This is an optimization exercise on Yosys and OpenROAD, whose aim is small area and a short achievable clock period, not a production implementation.
At most, simulation tests tie the RTL to the original design; equivalence was not proved.

before:
// top_module_d11
module top_module_d11(
    i_clk,
    i_reset,
    i_start,
    i_load,
    i_enc_dec,
    i_pt1,
    i_pt2,
    i_key1,
    i_key2,
    i_r,
    o_ct1,
    o_ct2,
    o_done
);
Size in the first run: ~6,000 cells after synthesis, ~910 flip-flops, roughly 710 I/O pins, about 59,000 sq um of cells after synthesis.
==> flow/config.mk <==
export PLATFORM = sky130hd
export DESIGN_NAME = top_module_d11
export DESIGN_NICKNAME = top_module_d11
export VERILOG_FILES = /design/flow/design.v
export SDC_FILE = /design/flow/constraint.sdc
export NUM_CORES = 4
export LEC_CHECK = 0
export CAP_MARGIN = 20
export CORE_MARGIN = 2
export CORE_UTILIZATION = 65
export SLEW_MARGIN = 20
==> flow/constraint.sdc <==
create_clock -name core_clock -period 10.0 [get_ports {i_clk}]
set_input_delay 2.0000 -clock core_clock [delete_from_list [all_inputs] [get_ports {i_clk}]]
set_output_delay 2.0000 -clock core_clock [all_outputs]
set_load 0.01 [all_outputs]
standard.sh (not shown) runs the stock make flow with config.mk's settings and CLKGATE_MAP_FILE= SYNTH_SCRIPT=/design/flow/synth_recipe.tcl, a recipe that flattens the netlist after the stock synthesis.
==> flow/flow/run.sh <==
#!/bin/bash
set -euo pipefail
export BUFFER_PORTS_ARGS="-buffer_cell sky130_fd_sc_hd__buf_1"
bash standard.sh SETUP_SLACK_MARGIN=6 finish > standard_flow.log 2>&1
Setup changes, before to after
-- flow/flow/run.sh --
<<< before, line 4
bash standard.sh SETUP_SLACK_MARGIN=6 finish > standard_flow.log 2>&1
>>> after, line 4
bash standard.sh SETUP_SLACK_MARGIN=5.5 finish > standard_flow.log 2>&1
### Flow results
The clock tree cell share of total cell area reported for after is greater than that of before by 0.36 points.
after vs before — non-clock buffer count dropped 221.
Cmp after and before / maximum frequency / higher: before
Status | after and before | clean
Source-to-sink clock delay at the later pin of the worst-skew pair came out lower on after than on before.
| routed wire length | lower: after |
[compare] base=before new=after: HPWL after detailed placement barely changed, total vias in the final route dropped 1,725.


Another version of the RTL of top_module_d11 (not shown whole).
Size in the first run: about 6200 cells after synthesis, roughly 950 flip-flops, ~710 I/O pins, ~0.060 sq mm of cells after synthesis.
export LEC_CHECK = 0
export CAP_MARGIN = 20
export CORE_MARGIN = 2
export CORE_UTILIZATION = 55
export SLEW_MARGIN = 20
create_clock -name core_clock -period 10.0 [get_ports {i_clk}]
==> flow/flow/run.sh <==
#!/bin/bash
set -euo pipefail
export BUFFER_PORTS_ARGS="-buffer_cell sky130_fd_sc_hd__buf_1"
bash standard.sh SETUP_SLACK_MARGIN=5.5 finish > standard_flow.log 2>&1
Rerun with:
==> flow/flow/run.sh (replaced) <==
#!/bin/bash
set -euo pipefail
export BUFFER_PORTS_ARGS="-buffer_cell sky130_fd_sc_hd__buf_1"
bash standard.sh > standard_flow.log 2>&1
- SETUP_SLACK_MARGIN: unset -> 5
Outcome:
- via count decreases by 0.50%
- setup slack loses 0.44 ns
- design area decreases by about 2%
Function was not checked in any run of this note: the RTL went through the layout flow alone.


== rev 12 ==
Another version of the RTL of top_module_d11 (not shown whole).
Size: roughly 6,100 cells after synthesis, ~59,000 um2 of cells after synthesis.
export LEC_CHECK = 0
export CAP_MARGIN = 20
export CORE_MARGIN = 2
export CORE_UTILIZATION = 75
export CTS_CLUSTER_DIAMETER = 80
export CTS_CLUSTER_SIZE = 25
export SLEW_MARGIN = 20
create_clock -name core_clock -period 10.0 [get_ports {i_clk}]
==> flow/flow/run.sh <==
#!/bin/bash
set -euo pipefail
export BUFFER_PORTS_ARGS="-buffer_cell sky130_fd_sc_hd__buf_1"
bash standard.sh SETUP_SLACK_MARGIN=5.5 finish > standard_flow.log 2>&1
> inputs changed (rev 12 -> rev 13)
# rev 12
export LEC_CHECK = 0
export CAP_MARGIN = 20
export CORE_MARGIN = 2
export CORE_UTILIZATION = 75
export CTS_CLUSTER_DIAMETER = 80
export CTS_CLUSTER_SIZE = 25
export SLEW_MARGIN = 20
create_clock -name core_clock -period 10.0 [get_ports {i_clk}]
# rev 13
export LEC_CHECK = 0
export CAP_MARGIN = 20
export CORE_MARGIN = 2
export CORE_UTILIZATION = 65
export CTS_BUF_LIST = sky130_fd_sc_hd__clkbuf_8
export SLEW_MARGIN = 20
create_clock -name core_clock -period 10.0 [get_ports {i_clk}]
--- outcome ---
Rev 13 reached the end of the flow, and the finished layout is clean on the timing, DRC and antenna checks. In rev 13 relative to rev 12, clock-buffer cell count had gone up by more than 100%. Looking at source of the critical timing path, the sreg[2][9] result is from rev 12; the sreg[5][6] one comes from rev 13. On achievable clock frequency, rev 13 and rev 12 are basically level. Routed length per instance for rev 13: about 4.5% down relative to rev 12. Compared with rev 12, in rev 13 initial antenna violation count fell 8.0%; worst slack after detailed placement rose 300 ps.


top_module_d11 again, from the RTL that the note above started with.
Settings: LEC_CHECK=0, CAP_MARGIN=20, CORE_MARGIN=2, CORE_UTILIZATION=65, SLEW_MARGIN=20; clock period 10.0 ns.
==> flow/flow/run.sh <==
#!/bin/bash
set -euo pipefail
export BUFFER_PORTS_ARGS="-buffer_cell sky130_fd_sc_hd__buf_1"
bash standard.sh SETUP_SLACK_MARGIN=5.5 MATCH_CELL_FOOTPRINT=0 finish > standard_flow.log 2>&1
==> next run, changes <==
==> flow/flow/run.sh (replaced) <==
#!/bin/bash
set -euo pipefail
export BUFFER_PORTS_ARGS="-buffer_cell sky130_fd_sc_hd__buf_1"
bash standard.sh SETUP_SLACK_MARGIN=5.75 finish > standard_flow.log 2>&1
--- a/flow/config.mk
+++ b/flow/config.mk
@@ -9,3 +9,5 @@
 export CORE_MARGIN = 2
 export CORE_UTILIZATION = 65
+export CTS_CLUSTER_DIAMETER = 80
+export CTS_CLUSTER_SIZE = 32
 export SLEW_MARGIN = 20
Design area went up by 0.61%.
Synthesized area is unchanged.
Fmax went up by 5.4%.
Core utilization went up by 0.46 points.
Synthesized cell count is unchanged.
Register-to-register slack gets better by 0.35 ns.
==> next run, changes <==
==> flow/flow/run.sh (replaced) <==
#!/bin/bash
set -euo pipefail
export BUFFER_PORTS_ARGS="-buffer_cell sky130_fd_sc_hd__buf_1"
bash standard.sh SETUP_SLACK_MARGIN=5.5 finish > standard_flow.log 2>&1
--- a/flow/config.mk
+++ b/flow/config.mk
@@ -10,4 +10,4 @@
 export CORE_UTILIZATION = 65
 export CTS_CLUSTER_DIAMETER = 80
-export CTS_CLUSTER_SIZE = 32
+export CTS_CLUSTER_SIZE = 25
 export SLEW_MARGIN = 20
The new run completed with no timing, DRC or antenna violations.
Critical path depth climbs by 1.
Cell count went down slightly.
Global-route usage shrinks by 0.56 points.
Clock skew falls by 0.017 ns.
Utilization decreases by 2.7 points.
Non-clock buffer count went down by 93.
Maximum frequency is lower by a few percent.
Worst setup slack gets worse by 0.16 ns.
Routed wire length fell slightly.
Worst hold slack improves by 0.013 ns.
==> next run, changes <==
--- a/flow/config.mk
+++ b/flow/config.mk
@@ -10,4 +10,4 @@
 export CORE_UTILIZATION = 65
 export CTS_CLUSTER_DIAMETER = 80
-export CTS_CLUSTER_SIZE = 25
+export CTS_CLUSTER_SIZE = 32
 export SLEW_MARGIN = 20
What happened:
- design area increases slightly
- clock-buffer cell count decreases by 9
- die area is unchanged
- sequential cell count does not change
- synthesized area does not change
- first-iteration DRC count decreases slightly
- non-clock buffer count increases by 8
- clock skew increases by 0.021 ns
- register-to-register slack got worse by 0.05 ns

-- afterwards: timing with drivers on the ports --
The results above use ideal ports. As a check the final layouts listed here were re-extracted and re-timed, cells and wires unchanged.
Step 1 (the two cells are an assumption about what drives the block):
set clk [get_ports {i_clk}]
set_driving_cell -lib_cell sky130_fd_sc_hd__clkbuf_16 $clk
set_driving_cell -lib_cell sky130_fd_sc_hd__buf_2 [delete_from_list [all_inputs] $clk]
Step 2 times the ports against the registers' clock, not the clock port: input delays grow and output delays shrink by t, the midpoint of the rising clock arrivals with the driver on.
Three values: ideal ports, drivers, drivers and shift; two values: the first two.
run | t, ns | setup WS [ns] | worst data-port slew with drivers (ns)
before | 0.766 | 5.555 / 5.478 / 5.477 | 0.16
after | 0.756 | 5.483 / 5.406 / 5.490 | 0.16
the first run of note 2 | 0.794 | 5.406 / 5.322 / 5.374 | 0.25
the second run of note 2 | 0.786 | 4.969 / 4.885 / 5.342 | 0.25
rev 12 | 0.724 | 5.315 / 5.238 / 5.135 | 0.20
rev 13 | 0.945 | 5.305 / 5.230 / 5.460 | 0.14
the first run of note 4 | 0.784 | 5.319 / 5.319 / 5.283 | 0.17
the second run of note 4 | 0.746 | 5.560 / 5.477 / 5.388 | 0.14
the third run of note 4 | 0.742 | 5.403 / 5.325 / 5.487 | 0.13
the fourth run of note 4 | 0.748 | 5.456 / 5.374 / 5.440 | 0.13
After both steps every run listed still meets setup and hold. For rev 12, which loses most, drivers alone change the setup slack by -0.077 ns; drivers and shift together by -0.180 ns.
